Source: an optimization exercise on an open RTL-to-GDS flow (aim: small area, a short achievable clock period and few clock cycles). Production flows keep margins and buffers that such runs may drop. No run shown here included a check of the RTL's function; only the layout flow was run. Power figures rest on the tool's default switching activity, not on a simulated workload.

$ cat flow/design.v
`timescale 1ns / 1ps
module SimpleCPU(clk, rst, data_fromRAM, wrEn, addr_toRAM, data_toRAM, pCounter);
parameter SIZE = 10;
input clk, rst;
input wire [15:0] data_fromRAM;
output reg wrEn;
output reg [SIZE-1:0] addr_toRAM;
output wire [15:0] data_toRAM;
output reg [SIZE-1:0] pCounter;
localparam S_D = 3'd0;    
localparam S_E = 3'd1;    
localparam S_F = 3'd2;    
localparam S_I = 3'd3;    
localparam S_M = 3'd4;    
reg [2:0]  state, stateNext;
reg [2:0]  op, opNext;
reg [15:0] W, WNext;
reg [9:0]  S4, S4Next;      
reg        s4v, s4vNext;
reg        pend, pendNext;  
reg [15:0] Mreg;
reg [15:0] acc;
reg [1:0]  cnt, cntNext;
reg [9:0]  pcNext;
wire [15:0] I     = data_fromRAM;
wire [2:0]  iop   = I[15:13];
wire        azero = (I[12:0] == 13'd0);
wire [9:0]  pc1   = pCounter + 10'd1;
wire        Wz    = (W == 16'd0);
assign data_toRAM = W;
wire [15:0] M = data_fromRAM;
wire [15:0] alu;
SimpleCPU_alu u_alu (.op(op), .W(W), .M(M), .alu(alu));
wire [3:0] nib = Mreg[15:12];    
wire [15:0] accs = {acc[11:0], 4'd0};    
wire [15:0] prod;
SimpleCPU_mul u_mul (.W(W), .nib(nib), .accs(accs), .prod(prod));
wire inD = (state == S_D);
wire inE = (state == S_E);
wire inI = (state == S_I);
wire inM = (state == S_M);
wire inF = (state == S_F);
wire d_bz    = (iop == 3'd4);
wire d_st    = (iop == 3'd6);
wire dq      = inD;
wire t_bznt  = 1'b0;                     
wire eaq     = dq & ~t_bznt;
wire e_bzt   = (op == 3'd4) & Wz;         
wire rI      = (inE & e_bzt) | inI;
wire rP1     = (inE & ~e_bzt & (op != 3'd7)) | (inM & (cnt == 2'd2));
wire rP      = (inE & (op == 3'd7)) | (inM & (cnt != 2'd2)) | inF;
wire [9:0] addr_w;
wire       wrEn_w;
SimpleCPU_bus u_bus (.I(I), .S4(S4), .pc(pCounter), .pc1(pc1), .eaq(eaq), .rI(rI),
                     .p1q(t_bznt | rP1), .rP(rP), .wq(~rst & dq & ~pend & d_st),
                     .s4v(s4v), .wI(~rst & inI & (op == 3'd6)), .addr(addr_w), .wrEn(wrEn_w));
always @* begin
  addr_toRAM = addr_w;
  wrEn       = wrEn_w;
end
always @(posedge clk) begin
  state    <= stateNext;
  pCounter <= pcNext;
  op       <= opNext;
  W        <= WNext;
  S4       <= S4Next;
  s4v      <= s4vNext;
  pend     <= pendNext;
  acc      <= inE ? 16'd0 : prod;
  cnt      <= cntNext;
  Mreg     <= inM ? {Mreg[11:0], 4'd0} : data_fromRAM;
end
wire [9:0] ea_d = I[9:0] | ({10{azero}} & S4);
always @* begin
  stateNext = state;
  pcNext    = pCounter;
  opNext    = op;
  WNext     = pend ? prod : W;
  S4Next    = S4;
  s4vNext   = s4v;
  pendNext  = 1'b0;
  cntNext   = 2'd0;
  if (rst) begin
    stateNext = S_F;
    pcNext    = 10'd0;
    S4Next    = 10'd4;
    s4vNext   = 1'b0;
  end else begin
    case (state)
      S_D: begin
        opNext = iop;
        if (azero && !s4v) begin      
          stateNext = S_I;
        end else if (d_st) begin               
          stateNext = S_F;
          if (!pend) begin                     
            pcNext = pc1;
            if (ea_d == 10'd4) begin
              S4Next  = W[9:0];
              s4vNext = 1'b1;
            end
          end
        end else begin
          stateNext = S_E;
        end
      end
      S_I: begin
        S4Next  = I[9:0];
        s4vNext = 1'b1;
        if (op == 3'd6) begin
          pcNext    = pc1;
          stateNext = S_F;
          if (I[9:0] == 10'd4) S4Next = W[9:0];
        end else begin
          stateNext = S_E;
        end
      end
      S_E: begin
        stateNext = S_D;
        if (op == 3'd4) begin                  
          pcNext = Wz ? M[9:0] : pc1;
        end else if (op == 3'd7) begin         
          stateNext = S_M;
        end else begin
          WNext  = alu;
          pcNext = pc1;
        end
      end
      S_M: begin
        cntNext = cnt + 2'd1;
        if (cnt == 2'd2) begin                 
          pcNext    = pc1;
          pendNext  = 1'b1;
          stateNext = S_D;
        end
      end
      default: begin                           
        stateNext = S_D;
      end
    endcase
  end
end
endmodule
module SimpleCPU_bus(I, S4, pc, pc1, eaq, rI, p1q, rP, wq, s4v, wI, addr, wrEn);
input  [15:0] I;
input  [9:0]  S4, pc, pc1;
input         eaq, rI, p1q, rP, wq, s4v, wI;
output [9:0]  addr;
output        wrEn;
wire azero = (I[12:0] == 13'd0);
assign addr = ({10{eaq}} & (I[9:0] | ({10{azero}} & S4)))
            | ({10{rI}} & I[9:0])
            | ({10{p1q}} & pc1)
            | ({10{rP}} & pc);
assign wrEn = (wq & ~(azero & ~s4v)) | wI;
endmodule
module SimpleCPU_alu(op, W, M, alu);
input  [2:0]  op;
input  [15:0] W, M;
output reg [15:0] alu;
wire        sh_zero = (|M[15:5]) | (M[4] & ~|M[3:0]);
wire [15:0] Wrev, sh_in, sh_out, sh_rev;
genvar g;
generate for (g = 0; g < 16; g = g + 1) begin : rv
  assign Wrev[g] = W[15-g];
  assign sh_rev[g] = sh_out[15-g];
end endgenerate
assign sh_in  = M[4] ? Wrev : W;
assign sh_out = sh_in >> M[3:0];
wire [15:0] srl_res = sh_zero ? 16'd0 : (M[4] ? sh_rev : sh_out);
always @* begin
  case (op)
    3'd0: alu = W + M;
    3'd1: alu = ~(W & M);
    3'd2: alu = srl_res;
    3'd3: alu = {15'd0, W < M};
    default: alu = M;
  endcase
end
endmodule
module SimpleCPU_mul(W, nib, accs, prod);
input  [15:0] W, accs;
input  [3:0]  nib;
output [15:0] prod;
assign prod = accs + (nib[0] ? W : 16'd0) + (nib[1] ? {W[14:0], 1'b0} : 16'd0)
            + (nib[2] ? {W[13:0], 2'd0} : 16'd0) + (nib[3] ? {W[12:0], 3'd0} : 16'd0);
endmodule
$ cat flow/constraint.sdc
create_clock -name core_clock -period 7.0 [get_ports {clk}]
set_input_delay 1.4000 -clock core_clock [delete_from_list [all_inputs] [get_ports {clk}]]
set_output_delay 1.4000 -clock core_clock [all_outputs]
set_load 0.01 [all_outputs]
$ cat flow/run.sh
#!/bin/bash
# synth_recipe.tcl (not shown) runs the flow's synth.tcl, then flattens the netlist and writes it again
# the make line also repeats each setting of config.mk as NAME=value (left out here)
make -C /OpenROAD-flow-scripts/flow DESIGN_CONFIG=/design/flow/config.mk WORK_HOME=/design/flow/orfs CLKGATE_MAP_FILE= SYNTH_SCRIPT=/design/flow/synth_recipe.tcl finish
$ cat flow/config.mk
export PLATFORM = sky130hd
export DESIGN_NAME = SimpleCPU
export DESIGN_NICKNAME = SimpleCPU
export VERILOG_FILES = /design/flow/design.v
export SDC_FILE = /design/flow/constraint.sdc
export NUM_CORES = 4
export LEC_CHECK = 0
export CAP_MARGIN = 20
export CORE_MARGIN = 2
export CORE_UTILIZATION = 40
export SETUP_SLACK_MARGIN = 2.9
export SLEW_MARGIN = 20
export SYNTH_HIERARCHICAL = 1
==> summary.txt, run 1 <==
Status = timing/DRC/antenna clean
Total track usage = 0.277
Initial Utilization = 0.407
Area grow syn2layout = 19.6%
CP startpoint kind = primary input
Type of the most critical hold path = flip-flop to flip-flop
Pwr per Cell Area = 314 nW/µm²
Static Leak = 4.34 nW
Crit share post-route = 0.577
Min Tclk post-route = 4.04 ns
Routed Antenna Nets = 0
Mean Syn Cell Area = 8.04 µm²
Reg power frac = 0.190
Clock skew = 0.0168 ns
Crit Path Class = primary input to primary output
Slew Limit Headroom = 0.415
Crit path DAT = 2.64 ns
Largest net degree at the start of global routing = 35
Worst hold slack = 0.418 ns
Fmax achieved = 248 MHz
Std-Cell Rows = 53
Worst-margin pin slew = 0.871 ns
Via density = 6.11
# fillers = 2073
Vias in the first global route = 8095
CP max FO = 6
P_sw = 1.51 mW
Max-cap viol count = 0
Chip Height = 150 µm
Core Area = 21000 µm²
Mapped Area = 8560 µm²
First-pass GRT wire length = 47700 µm
VDD IR max = 0.159 mV
Seq cells post-synth = 74
Antenna violations before repair = 0
Clock root buffer = clkbuf_16
Vias = 8640
Worst skew pair latency = 0.36 ns
GP Congestion = 1.02
Synth async-reset ratio = 0
CTS HTree Levels = 3
Average wire per standard cell = 22.1 µm
Number of synthesized flops with an enable pin = 3
Comb power frac = 0.666
Layout Nets = 1242
RSZ-0062 raised after global routing = yes
Switch share = 0.470
Synth unique cells = 97
Reg clk slew, reported paths = 0.06 ns
N_diodes = 0
DRC viols = 0
R2R setup slack = 3.09 ns
Primary FF master, synth = dfxtp_1
# hold bufs at CTS = 0
Seq/Total Area, Yosys = 0.177
Slew Limit Fails = 0
Fin Setup TNS = 0 ns
IO Count = 55
HPWL Detailed = 21700 µm
Total CTS buffers = 9
Clock Power Share = 0.144
Starting DRT DRC Count = 1044
Gr ovfl total = 0
Clock Path Buffers = 2
TritonCTS clock tree = yes
Buffers on Ports = 54
Share of post-route cells with drive strength above 1 = 0.168
Worst EP required = 5.60 ns
Total Wirelength = 31200 µm
Yosys warnings = 8
Setup violators final = 0
DRT Pass-1 Iters = 5
Cells after Synth = 1065
Final Hold Vio Count = 0
Die width = 150 µm
P_int = 1.70 mW
Most frequent cells in the layout = nand2_1, inv_1, nor2_1
Most common cell after layout, fill and taps aside = nand2_1
Total Die Area = 22600 µm²
CTS sink count = 74
CP Capture Type = primary output
modules after synthesis, one instance, submodules excluded:
| module | cell area (µm²) | copies in the design | flops+latches | cells |
|---|---|---|---|---|
| SimpleCPU | 3370 | 1 | 74 | 378 |
| SimpleCPU_alu | 2960 | 1 | 0 | 407 |
| SimpleCPU_bus | 323 | 1 | 0 | 45 |
| SimpleCPU_mul | 1910 | 1 | 0 | 235 |
stage by stage:
stage | total power, mW | setup WS [ns] | cell area (µm²) | util | instances
6_report | 3.21 | 2.96 | 10200 | 0.487 | 1414
5_1_grt | 3.48 | 2.88 | 10200 | 0.487 | 1414
4_1_cts | 3.15 | 2.88 | 10000 | 0.477 | 1398
3_5_place_dp | 2.64 | 2.07 | 9400 | 0.447 | 1368
3_3_place_gp | 2.62 | 2.12 | 9400 | 0.447 | 1368
2_1_floorplan | 2.06 | 3.07 | 8570 | - | 1068
registers in the layout, summed over array words and instances, names as in the netlist:
| name | cells |
|---|---|
| cnt | 2 |
| Mreg | 16 |
| op | 3 |
| S4 | 10 |
| acc | 12 |
| W | 16 |
| pCounter | 10 |
| s4v | 1 |
| pend | 1 |
| state | 3 |
worst max-delay path: stages:
cell	delay, ns
clkdlybuf4s15_2	0.28
nor4_4	0.28
nand4_1	0.18
buf_4	0.17
o22a_1	0.18
buf_2	0.15
power groups by stage:
| stage | clock (mW) | combinational (mW) | sequential (mW) |
|---|---|---|---|
| 6_report | 0.463 | 2.14 | 0.611 |
| 5_1_grt | 0.488 | 2.37 | 0.620 |
| 4_1_cts | 0.472 | 2.08 | 0.604 |
| 3_5_place_dp | 0 | 2.03 | 0.607 |
| 3_3_place_gp | 0 | 2.01 | 0.608 |
| 2_1_floorplan | 0 | 1.44 | 0.614 |
cell type report:
class	instances	area, µm²	share of cell area
Multi-Input combinational cell	825	6530	0.638
Sequential cell	74	1550	0.151
Timing Repair Buffer	108	1090	0.107
Inverter	116	439	0.0429
Tap cell	275	344	0.0336
Clock buffer	11	254	0.0248
Clock inverter	5	35.0	0.00342
kinds of logic after synthesis:
logic type / share of synthesized area
AO/OA/AOI/OAI: 0.213
XOR/XNOR: 0.0327
adder cells (fa/ha/maj): 0.167
buffers and inverters: 0.0799
flip-flops: 0.177
multiplexers: 0.102
other: 0.000438
AND/OR/NAND/NOR: 0.227
routing by layer:
metal	part of all wire	wire [µm]	GRT usage	vias up
met3	0.098	3050	0.0582	86
met5	0	0	0	-
li1	-	-	-	3926
met2	0.42	13100	0.393	497
met4	0.037	1140	0.116	0
met1	0.45	13900	0.405	4131
Yosys cell counts (9+ instances only):
library cell	number	area [µm²]
mux4_2	12	270
dfxtp_1	71	1420
o21ai_0	43	215
a31oi_1	9	56.3
nand2_1	140	526
a21o_1	10	75.1
nand3_1	25	125
xor2_1	9	78.8
nor3_1	17	85.1
ha_1	49	613
a21oi_1	35	175
inv_1	113	424
nor2_1	64	240
o21ai_1	11	55.1
clkbuf_1	32	120
mux2_2	9	101
and2_1	19	119
nor2b_1	31	194
buf_2	13	65.1
fa_1	41	821
mux2i_1	47	470
nor4_1	14	87.6
xnor2_1	23	201
nand2b_1	9	56.3
a222oi_1	10	100
a211oi_1	20	150
worst paths after layout:
path	cells past startpoint	start	endpoint
hold / removal	2	Mreg[6]	Mreg[10]
setup reg to reg	16	Mreg[13]	W[13]
hold reg to reg	2	Mreg[6]	Mreg[10]
setup / recovery	6	data_fromRAM[11]	wrEn
timing repair:
| item | in CTS | in global routing |
|---|---|---|
| endpoints found under the hold margin | 0 | 0 |
| setup buffers | 9 | 14 |
| resized for setup | 129 | 50 |
| pin swaps | 13 | 12 |
| setup endpoints to repair | 29 | 17 |
| gates cloned | 5 | 2 |
==> inputs of run 2 (changes only) <==
--- a/flow/design.v
+++ b/flow/design.v
@@ -30,10 +30,28 @@
 assign data_toRAM = W;
 wire [15:0] M = data_fromRAM;
-wire [15:0] alu;
-SimpleCPU_alu u_alu (.op(op), .W(W), .M(M), .alu(alu));
+wire        sh_zero = (|M[15:5]) | (M[4] & ~|M[3:0]);
+wire [15:0] Wrev, sh_in, sh_out, sh_rev;
+genvar g;
+generate for (g = 0; g < 16; g = g + 1) begin : rv
+  assign Wrev[g] = W[15-g];
+  assign sh_rev[g] = sh_out[15-g];
+end endgenerate
+assign sh_in  = M[4] ? Wrev : W;
+assign sh_out = sh_in >> M[3:0];
+wire [15:0] srl_res = sh_zero ? 16'd0 : (M[4] ? sh_rev : sh_out);
+reg [15:0] alu;
+always @* begin
+  case (op)
+    3'd0: alu = W + M;
+    3'd1: alu = ~(W & M);
+    3'd2: alu = srl_res;
+    3'd3: alu = {15'd0, W < M};
+    default: alu = M;
+  endcase
+end
 wire [3:0] nib = Mreg[15:12];    
 wire [15:0] accs = {acc[11:0], 4'd0};    
-wire [15:0] prod;
-SimpleCPU_mul u_mul (.W(W), .nib(nib), .accs(accs), .prod(prod));
+wire [15:0] prod = accs + (nib[0] ? W : 16'd0) + (nib[1] ? {W[14:0], 1'b0} : 16'd0)
+                 + (nib[2] ? {W[13:0], 2'd0} : 16'd0) + (nib[3] ? {W[12:0], 3'd0} : 16'd0);
 wire inD = (state == S_D);
 wire inE = (state == S_E);
@@ -155,33 +173,2 @@
 assign wrEn = (wq & ~(azero & ~s4v)) | wI;
 endmodule
-module SimpleCPU_alu(op, W, M, alu);
-input  [2:0]  op;
-input  [15:0] W, M;
-output reg [15:0] alu;
-wire        sh_zero = (|M[15:5]) | (M[4] & ~|M[3:0]);
-wire [15:0] Wrev, sh_in, sh_out, sh_rev;
-genvar g;
-generate for (g = 0; g < 16; g = g + 1) begin : rv
-  assign Wrev[g] = W[15-g];
-  assign sh_rev[g] = sh_out[15-g];
-end endgenerate
-assign sh_in  = M[4] ? Wrev : W;
-assign sh_out = sh_in >> M[3:0];
-wire [15:0] srl_res = sh_zero ? 16'd0 : (M[4] ? sh_rev : sh_out);
-always @* begin
-  case (op)
-    3'd0: alu = W + M;
-    3'd1: alu = ~(W & M);
-    3'd2: alu = srl_res;
-    3'd3: alu = {15'd0, W < M};
-    default: alu = M;
-  endcase
-end
-endmodule
-module SimpleCPU_mul(W, nib, accs, prod);
-input  [15:0] W, accs;
-input  [3:0]  nib;
-output [15:0] prod;
-assign prod = accs + (nib[0] ? W : 16'd0) + (nib[1] ? {W[14:0], 1'b0} : 16'd0)
-            + (nib[2] ? {W[13:0], 2'd0} : 16'd0) + (nib[3] ? {W[12:0], 3'd0} : 16'd0);
-endmodule
==> summary.txt, run 2 <==
Largest delay share family, worst path = buffers and inverters
Worst r2r path cells = 17
Yosys warnings = 7
Seq cells post-synth = 74
Most frequent cell after synthesis = inv_1
Core Area = 20000 µm²
Share of post-route cells with drive strength above 1 = 0.189
Worst Setup SP = data_fromRAM[14]
CP Buf/Inv Count = 2
Status = timing/DRC/antenna clean
Type of the most critical hold path = flip-flop to flip-flop
Crit Path Class = primary input to primary output
Vias = 8069
Pwr per Cell Area = 412 nW/µm²
Clock Path Buffers = 2
N_diodes = 0
Synth top area cells = dfxtp_1, fa_1, ha_1
HPWL Detailed = 19900 µm
CP startpoint kind = primary input
Worst EP required = 5.60 ns
Antenna violations before repair = 0
Starting DRT DRC Count = 1070
VDD IR max = 0.348 mV
Clock skew = 0.0133 ns
Area grow syn2layout = 20.1%
RSZ-0062 raised after global routing = yes
Slowest cell on crit path = clkdlybuf4s15_1
Min Tclk post-route = 4.10 ns
Worst skew pair latency = 0.36 ns
Crit path DAT = 2.70 ns
Worst-margin pin slew = 0.931 ns
Total CTS buffers = 9
# fillers = 2029
R2R setup slack = 3.06 ns
Gr ovfl total = 0
Seq/Total Area, Yosys = 0.187
Clock root buffer = clkbuf_16
DRT Pass-1 Iters = 6
First-pass GRT wire length = 44600 µm
DRC viols = 0
CP Cell Sequence = clkdlybuf4s15_1, nand3_1, nor4_2, o22a_1, dlygate4sd2_1
Number of synthesized flops with an enable pin = 3
Buffers on Ports = 54
CP Capture Type = primary output
Static Leak = 4.17 nW
Fin Setup TNS = 0 ns
Final Util = 0.485
Mapped Area = 8080 µm²
Std-Cell Rows = 52
Vias in the first global route = 7493
Slew Limit Headroom = 0.379
Most frequent cells in the layout = inv_1, nand2_1, nor2_1
Mean Syn Cell Area = 7.91 µm²
Reg clk slew, reported paths = 0.06 ns
# hold bufs at CTS = 0
Top-area cell type share of the netlist area = 0.176
Die width = 146 µm
Largest regs = Mreg x16, W x16, acc x12
Cells after Synth = 1022
End of the worst register-to-register path = W[11]
Fmax achieved = 244 MHz
Post-synth top cells = inv_1, nand2_1, nor2_1
Final Total Pwr = 4.00 mW
GP Congestion = 0.956
CTS HTree Levels = 3
Most common cell after layout, fill and taps aside = inv_1
Routed Antenna Nets = 0
Synth async-reset ratio = 0
Critical Path Stages = 5
Average wire per standard cell = 21.6 µm
Largest area contributor in the netlist = dfxtp_1
CTS sink count = 74
Area of the multi-input gates = 6050 µm²
Crit-path max cell delay = 0.39 ns
Initial Utilization = 0.403
CP Capture Point = wrEn
RR Startpoint = Mreg[12]
CP max FO = 7
Total Die Area = 21400 µm²
Crit share post-route = 0.585
Max-cap viol count = 0
Total Wirelength = 29300 µm
TritonCTS clock tree = yes
Via density = 5.95
Total track usage = 0.271
IO Count = 55
Slew Limit Fails = 0
Final Hold Vio Count = 0
Layout Nets = 1186
Primary FF master, synth = dfxtp_1
Chip Height = 146 µm
Synth unique cells = 76
Largest net degree at the start of global routing = 46
Setup violators final = 0
Register area = 1550 µm²
-- run 2: cell types whose count changed after synthesis, sizes merged, moves of 9 or more --
cell,before,now
a21oi,40,76
a32oi,9,0
buf,23,33
inv,116,106
mux2,10,21
mux2i,48,35
nand2,140,98
nor2,64,91
nor2b,31,14
-- run 2: how the worst min path moves through the flow --
| stage | from | to | slack (ns) | cells past startpoint |
|---|---|---|---|---|
| 2_1_floorplan | cnt[0] | cnt[0] | 0.40 | 1 |
| 3_3_place_gp | cnt[0] | cnt[0] | 0.41 | 1 |
| 3_5_place_dp | cnt[0] | cnt[0] | 0.41 | 1 |
| 4_1_cts | cnt[0] | cnt[0] | 0.42 | 1 |
| 5_1_grt | cnt[0] | cnt[0] | 0.44 | 1 |
| 6_report | cnt[0] | cnt[0] | 0.42 | 1 |
-- run 2: modules after synthesis (local to each module, per instance) --
module | cell area (µm²) | flip-flops and latches | copies in the design | cells inside
SimpleCPU | 7760 | 74 | 1 | 977
SimpleCPU_bus | 323 | 0 | 1 | 45
-- run 2: area by class of cell --
| cell class | count | share of cell area |
|---|---|---|
| clock buffer | 9 | 0.0232 |
| clock inverter | 7 | 0.00850 |
| inverter | 107 | 0.0415 |
| multi-input combinational | 774 | 0.623 |
| sequential | 74 | 0.159 |
| tap | 270 | 0.0348 |
| timing repair buffer | 116 | 0.110 |
-- run 2: cells by family after synthesis --
group	Yosys count	synth area share
adder cells (fa/ha/maj)	86	0.168
AND/OR/NAND/NOR	343	0.213
flip-flops	74	0.187
XOR/XNOR	36	0.0390
buffers and inverters	174	0.0898
AO/OA/AOI/OAI	239	0.191
multiplexers	70	0.112
-- run 2: what timing repair did --
| action | in CTS | in global routing |
|---|---|---|
| gates resized for setup | 132 | 51 |
| pin swaps | 10 | 16 |
| setup buffers | 23 | 12 |
| setup endpoints to repair | 26 | 20 |
| gates cloned | 3 | 1 |
-- run 2: metrics by stage --
step	setup slack [ns]	area, µm²	std cells	hold WS, ns
after floorplan	2.94	8090	1022	0.401
after global placement	2.12	8810	1302	0.415
after detailed placement	2.03	8810	1302	0.414
after CTS	2.86	9500	1344	0.423
after global routing	2.86	9710	1357	0.441
final	2.90	9710	1357	0.420
-- run 2: layer usage --
metal | part of all wire | global-route usage | vias up | routed length (µm)
met5 | 0 | 0 | - | 0
met4 | 0.043 | 0.119 | 0 | 1260
met3 | 0.10 | 0.0666 | 79 | 2920
met2 | 0.42 | 0.391 | 405 | 12400
met1 | 0.44 | 0.384 | 3903 | 12800
li1 | - | - | 3682 | -
-- run 2: where the power goes --
part | switching (mW) | internal [mW]
sequential | 0.0941 | 0.526
combinational | 1.62 | 1.25
clock | 0.217 | 0.283
total | 1.94 | 2.06

separate check: timing with driven ports:
In the flow no input, the clock included, has a driving cell. The finished layouts below were timed again as built, in two steps.
Step 1 (the two cells are an assumption about what drives the block):
set clk [get_ports {clk}]
set_driving_cell -lib_cell sky130_fd_sc_hd__clkbuf_16 $clk
set_driving_cell -lib_cell sky130_fd_sc_hd__buf_2 [delete_from_list [all_inputs] $clk]
Step 2 times the ports against the registers' clock, not the clock port: input delays grow and output delays shrink by t, the midpoint of the rising clock arrivals with the driver on.
a / b / c = ideal / step 1 / step 2; a / b = the first two.
run	shift t [ns]	setup WS [ns]	worst setup path after step 2	latest minus earliest clock arrival (ns)	worst data-port slew with drivers (ns)
run 1	0.396	2.962 / 2.917 / 2.725	input to register	0.017 / 0.017	0.03
run 2	0.400	2.905 / 2.883 / 2.740	input to register	0.014 / 0.013	0.05
After both steps every run listed still meets setup and hold. For run 1, which loses most, drivers alone change the setup slack by -0.045 ns; drivers and shift together by -0.237 ns.
